What follows belongs to an exercise in optimizing a design on an open flow for small area; a production flow would make more cautious choices.
At most, simulation tests tie the RTL to the original design; equivalence was not proved.
The clock port is modelled as an ideal driver; clocking choices that lean on that would not hold on a real chip.
Power figures rest on the tool's default switching activity, not on a simulated workload.

== the reference run ==
// mem_ram
module mem_ram (input clk, wren,
  input [3:0] d11, d12, d13, d14, d15, d16, d17, d18,
  input [3:0] d21, d22, d23, d24, d25, d26, d27, d28,
  input [3:0] d31, d32, d33, d34, d35, d36, d37, d38,
  input [3:0] d41, d42, d43, d44, d45, d46, d47, d48,
  input [3:0] r1, r2, r3, r4,
  output [11:0] w_sum11, w_sum12, w_sum13, w_sum14,
  output [11:0] w_sum15, w_sum16, w_sum17, w_sum18);
  reg [31:0] mem [3:0];  
  wire wren_n = ~wren;
  wire [31:0] nxt [3:0];
  mem_hold u_h0 (.en(wren), .en_n(wren_n), .d({d11, d12, d13, d14, d15, d16, d17, d18}), .q(mem[0]), .y(nxt[0]));
  mem_hold u_h1 (.en(wren), .en_n(wren_n), .d({d21, d22, d23, d24, d25, d26, d27, d28}), .q(mem[1]), .y(nxt[1]));
  mem_hold u_h2 (.en(wren), .en_n(wren_n), .d({d31, d32, d33, d34, d35, d36, d37, d38}), .q(mem[2]), .y(nxt[2]));
  mem_hold u_h3 (.en(wren), .en_n(wren_n), .d({d41, d42, d43, d44, d45, d46, d47, d48}), .q(mem[3]), .y(nxt[3]));
  always @(posedge clk) begin
    mem[0] <= nxt[0];
    mem[1] <= nxt[1];
  ...
==> module mem_ram, before the edit <==
module mem_ram (input clk, wren,
  input [3:0] d11, d12, d13, d14, d15, d16, d17, d18,
  input [3:0] d21, d22, d23, d24, d25, d26, d27, d28,
  input [3:0] d31, d32, d33, d34, d35, d36, d37, d38,
  input [3:0] d41, d42, d43, d44, d45, d46, d47, d48,
  input [3:0] r1, r2, r3, r4,
  output [11:0] w_sum11, w_sum12, w_sum13, w_sum14,
  output [11:0] w_sum15, w_sum16, w_sum17, w_sum18);
  reg [31:0] mem [3:0];  
  wire wren_n = ~wren;
  wire [31:0] nxt [3:0];
  mem_hold u_h0 (.en(wren), .en_n(wren_n), .d({d11, d12, d13, d14, d15, d16, d17, d18}), .q(mem[0]), .y(nxt[0]));
  mem_hold u_h1 (.en(wren), .en_n(wren_n), .d({d21, d22, d23, d24, d25, d26, d27, d28}), .q(mem[1]), .y(nxt[1]));
  mem_hold u_h2 (.en(wren), .en_n(wren_n), .d({d31, d32, d33, d34, d35, d36, d37, d38}), .q(mem[2]), .y(nxt[2]));
  mem_hold u_h3 (.en(wren), .en_n(wren_n), .d({d41, d42, d43, d44, d45, d46, d47, d48}), .q(mem[3]), .y(nxt[3]));
  always @(posedge clk) begin
    mem[0] <= nxt[0];
    mem[1] <= nxt[1];
    mem[2] <= nxt[2];
    mem[3] <= nxt[3];
  end
  wire [3:0] e1_a = r1 & ~r2;
  wire [3:0] e2_a = ~r1 & r2;
  wire [3:0] e3_a = r1 & r2;
  wire [3:0] e1_b = r3 & ~r4;
  wire [3:0] e2_b = ~r3 & r4;
  wire [3:0] e3_b = r3 & r4;
  wire [9:0] y [0:7];
  genvar c;
  generate
    for (c = 0; c < 8; c = c + 1) begin : g_col
      mem_col u_col (.w1(mem[0][31-4*c -: 4]), .w2(mem[1][31-4*c -: 4]),
                     .w3(mem[2][31-4*c -: 4]), .w4(mem[3][31-4*c -: 4]),
                     .e1_a(e1_a), .e2_a(e2_a), .e3_a(e3_a),
                     .e1_b(e1_b), .e2_b(e2_b), .e3_b(e3_b), .y(y[c]));
    end
  endgenerate
  assign w_sum11 = {2'b00, y[0]};
  assign w_sum12 = {2'b00, y[1]};
  assign w_sum13 = {2'b00, y[2]};
  assign w_sum14 = {2'b00, y[3]};
  assign w_sum15 = {2'b00, y[4]};
  assign w_sum16 = {2'b00, y[5]};
  assign w_sum17 = {2'b00, y[6]};
  assign w_sum18 = {2'b00, y[7]};
endmodule
==> module mem_hold, before the edit <==
module mem_hold (input en, en_n, input [31:0] d, q, output [31:0] y);
  assign y = ({32{en}} & d) | ({32{en_n}} & q);
endmodule
==> flow/config.mk <==
export PLATFORM = sky130hd
export DESIGN_NAME = mem_ram
export DESIGN_NICKNAME = mem_ram
export VERILOG_FILES = /design/flow/design.v
export SDC_FILE = /design/flow/constraint.sdc
export NUM_CORES = 4
export LEC_CHECK = 0
export CAP_MARGIN = 0
export CORE_MARGIN = 2
export CORE_UTILIZATION = 40
export GPL_TIMING_DRIVEN = 0
export SLEW_MARGIN = 0
export SYNTH_HIERARCHICAL = 1
export SYNTH_MINIMUM_KEEP_SIZE = 0
==> flow/constraint.sdc <==
create_clock -name core_clock -period 10.0 [get_ports {clk}]
set_input_delay 2.0000 -clock core_clock [delete_from_list [all_inputs] [get_ports {clk}]]
set_output_delay 2.0000 -clock core_clock [all_outputs]
set_load 0.01 [all_outputs]
standard.sh (not shown) runs the stock make flow with config.mk's settings and CLKGATE_MAP_FILE= SYNTH_SCRIPT=/design/flow/synth_recipe.tcl, a recipe that flattens the netlist after the stock synthesis.
==> flow/flow/run.sh <==
#!/bin/bash
# Standard ORFS layout (the standard.sh) with these changes: the port buffers are the
# smallest buffer; the buffers that synthesis left are removed at floorplan; one tie cell
# drives all constant outputs; CTS adds no dummy load cells and uses clkbuf_4 leaves, of
# which those whose estimated slew at the registers is over 105 ps are made clkbuf_8 (flow/post_cts.tcl).
set -euo pipefail
here=$(pwd)
bash standard.sh BUFFER_PORTS_ARGS="-buffer_cell sky130_fd_sc_hd__buf_1" REMOVE_ABC_BUFFERS=1 \
  SKIP_REPAIR_TIE_FANOUT=1 \
  CTS_ARGS="-sink_clustering_enable -repair_clock_nets -dont_use_dummy_load -buf_list sky130_fd_sc_hd__clkbuf_4 -root_buf sky130_fd_sc_hd__clkbuf_8" \
  POST_CTS_TCL="$here/flow/post_cts.tcl" \
  finish > standard.log 2>&1
==> flow/flow/post_cts.tcl <==
# After CTS: every leaf clock buffer (clkbuf_4) whose estimated worst slew at the register
# clock pins it drives is over 105 ps becomes a clkbuf_8; then the placement is legalized again.
set db [ord::get_db]
set block [ord::get_db_block]
set m8 [$db findMaster sky130_fd_sc_hd__clkbuf_8]
estimate_parasitics -placement
set count 0
foreach inst [$block getInsts] {
  if { [[$inst getMaster] getName] ne "sky130_fd_sc_hd__clkbuf_4" } { continue }
  set net [[$inst findITerm X] getNet]
  if { $net eq "NULL" || [$net getSigType] ne "CLOCK" } { continue }
  set worst 0
  foreach it [$net getITerms] {
    if { [$it isOutputSignal] } { continue }
    set s [get_property [get_pins "[[$it getInst] getName]/[[$it getMTerm] getName]"] slew_max]
    if { $s > $worst } { set worst $s }
  }
  if { $worst > 0.105 } {
    $inst swapMaster $m8
    incr count
  }
}
puts "post_cts: $count leaf clock buffers resized to clkbuf_8"
detailed_placement
check_placement -verbose
estimate_parasitics -placement
Edits applied to the flow inputs when going from the reference run to the trial run:
diff --git a/flow/design.v b/flow/design.v
--- a/flow/design.v
+++ b/flow/design.v
@@ -7,26 +7,37 @@
   output [11:0] w_sum11, w_sum12, w_sum13, w_sum14,
   output [11:0] w_sum15, w_sum16, w_sum17, w_sum18);
   reg [31:0] mem [3:0];  
   wire wren_n = ~wren;
   wire [31:0] nxt [3:0];
-  mem_hold u_h0 (.en(wren), .en_n(wren_n), .d({d11, d12, d13, d14, d15, d16, d17, d18}), .q(mem[0]), .y(nxt[0]));
-  mem_hold u_h1 (.en(wren), .en_n(wren_n), .d({d21, d22, d23, d24, d25, d26, d27, d28}), .q(mem[1]), .y(nxt[1]));
-  mem_hold u_h2 (.en(wren), .en_n(wren_n), .d({d31, d32, d33, d34, d35, d36, d37, d38}), .q(mem[2]), .y(nxt[2]));
-  mem_hold u_h3 (.en(wren), .en_n(wren_n), .d({d41, d42, d43, d44, d45, d46, d47, d48}), .q(mem[3]), .y(nxt[3]));
+  wire [31:0] din [3:0];
+  assign din[0] = {d11, d12, d13, d14, d15, d16, d17, d18};
+  assign din[1] = {d21, d22, d23, d24, d25, d26, d27, d28};
+  assign din[2] = {d31, d32, d33, d34, d35, d36, d37, d38};
+  assign din[3] = {d41, d42, d43, d44, d45, d46, d47, d48};
+  genvar hr, hb;
+  generate
+    for (hr = 0; hr < 4; hr = hr + 1) begin : g_hrow
+      for (hb = 0; hb < 32; hb = hb + 1) begin : g_hbit
+        mem_hold u_h (.en(wren), .en_n(wren_n), .d(din[hr][hb]), .q(mem[hr][hb]), .y(nxt[hr][hb]));
+      end
+    end
+  endgenerate
   always @(posedge clk) begin
     mem[0] <= nxt[0];
     mem[1] <= nxt[1];
     mem[2] <= nxt[2];
     mem[3] <= nxt[3];
   end
-  wire [3:0] e1_a = r1 & ~r2;
-  wire [3:0] e2_a = ~r1 & r2;
-  wire [3:0] e3_a = r1 & r2;
-  wire [3:0] e1_b = r3 & ~r4;
-  wire [3:0] e2_b = ~r3 & r4;
-  wire [3:0] e3_b = r3 & r4;
+  wire [3:0] e1_a, e2_a, e3_a, e1_b, e2_b, e3_b;
+  genvar dj;
+  generate
+    for (dj = 0; dj < 4; dj = dj + 1) begin : g_dec
+      mem_dec u_da (.a(r1[dj]), .b(r2[dj]), .e1(e1_a[dj]), .e2(e2_a[dj]), .e3(e3_a[dj]));
+      mem_dec u_db (.a(r3[dj]), .b(r4[dj]), .e1(e1_b[dj]), .e2(e2_b[dj]), .e3(e3_b[dj]));
+    end
+  endgenerate
   wire [9:0] y [0:7];
   genvar c;
   generate
     for (c = 0; c < 8; c = c + 1) begin : g_col
       mem_col u_col (.w1(mem[0][31-4*c -: 4]), .w2(mem[1][31-4*c -: 4]),
@@ -227,12 +238,17 @@
   assign y[6] = s187;
   assign y[7] = ~s196;
   assign y[8] = ~s199;
   assign y[9] = ~c200;
 endmodule
-module mem_hold (input en, en_n, input [31:0] d, q, output [31:0] y);
-  assign y = ({32{en}} & d) | ({32{en_n}} & q);
+module mem_hold (input en, en_n, d, q, output y);
+  assign y = (en & d) | (en_n & q);
+endmodule
+module mem_dec (input a, b, output e1, e2, e3);
+  assign e1 = a & ~b;
+  assign e2 = ~a & b;
+  assign e3 = a & b;
 endmodule
 module mem_fa (input a, b, c, output s, co);
   assign s = a ^ b ^ c;
   assign co = (a & b) | (a & c) | (b & c);
 endmodule
--- outcome ---
The trial run went all the way through synthesis, placement and routing and the layout is clean on timing, DRC and antenna. Compared with the reference run, the trial run shows a portion of total power attributed to combinational logic that is 0.2 points higher. w_sum16[8] as the endpoint of the most critical setup path was reported by the trial run, and w_sum12[8] by the reference run. Status: power consumption parity (the trial run, the reference run). Relative to the reference run, number of signal-net buffers in the layout increased by 4 in the trial run. Measured against each other, the trial run and the reference run differ in share of the synthesized area in compound gates (AO/OA/AOI/OAI), the lower figure coming from the reference run. Diff the reference run..the trial run | share of synthesized flip-flops with an asynchronous set or reset | unchanged. Total via count after detailed routing deteriorates in the trial run relative to the reference run. Of the trial run and the reference run, the higher multi-input logic portion of the cell area belongs to the reference run. Compare the trial run and the reference run | area growth from synthesis to layout lower: the reference run.
Function not checked in the trial run: the RTL went through the layout flow alone.

[separate check: timing with driven ports]
The flow's constraints put no driver on any port. The routed layouts listed below were extracted and timed again, unchanged, in two steps. Step 1 sets driving cells, clkbuf_16 on the clock port and buf_2 on the other inputs (assumed; they add their load-dependent delay and slew). Step 2 adds t to the input delays and takes it off the output delays; t is the mean of the earliest and latest rising clock arrival at the registers after step 1. Input paths then give back, and output paths get back, about the clock's delay inside the block. Slacks: ideal ports / drivers / drivers and shift; pairs: ideal ports / drivers.
run	shift t [ns]	slack for setup (ns)	worst slew at a driven data input, ns
the reference run	0.516	0.570 / 0.546 / 0.546	0.11
the trial run	0.495	0.538 / 0.457 / 0.457	0.11
After both steps every run listed still meets setup and hold. For the trial run, which loses most, drivers alone change the setup slack by -0.081 ns; drivers and shift together by -0.081 ns.
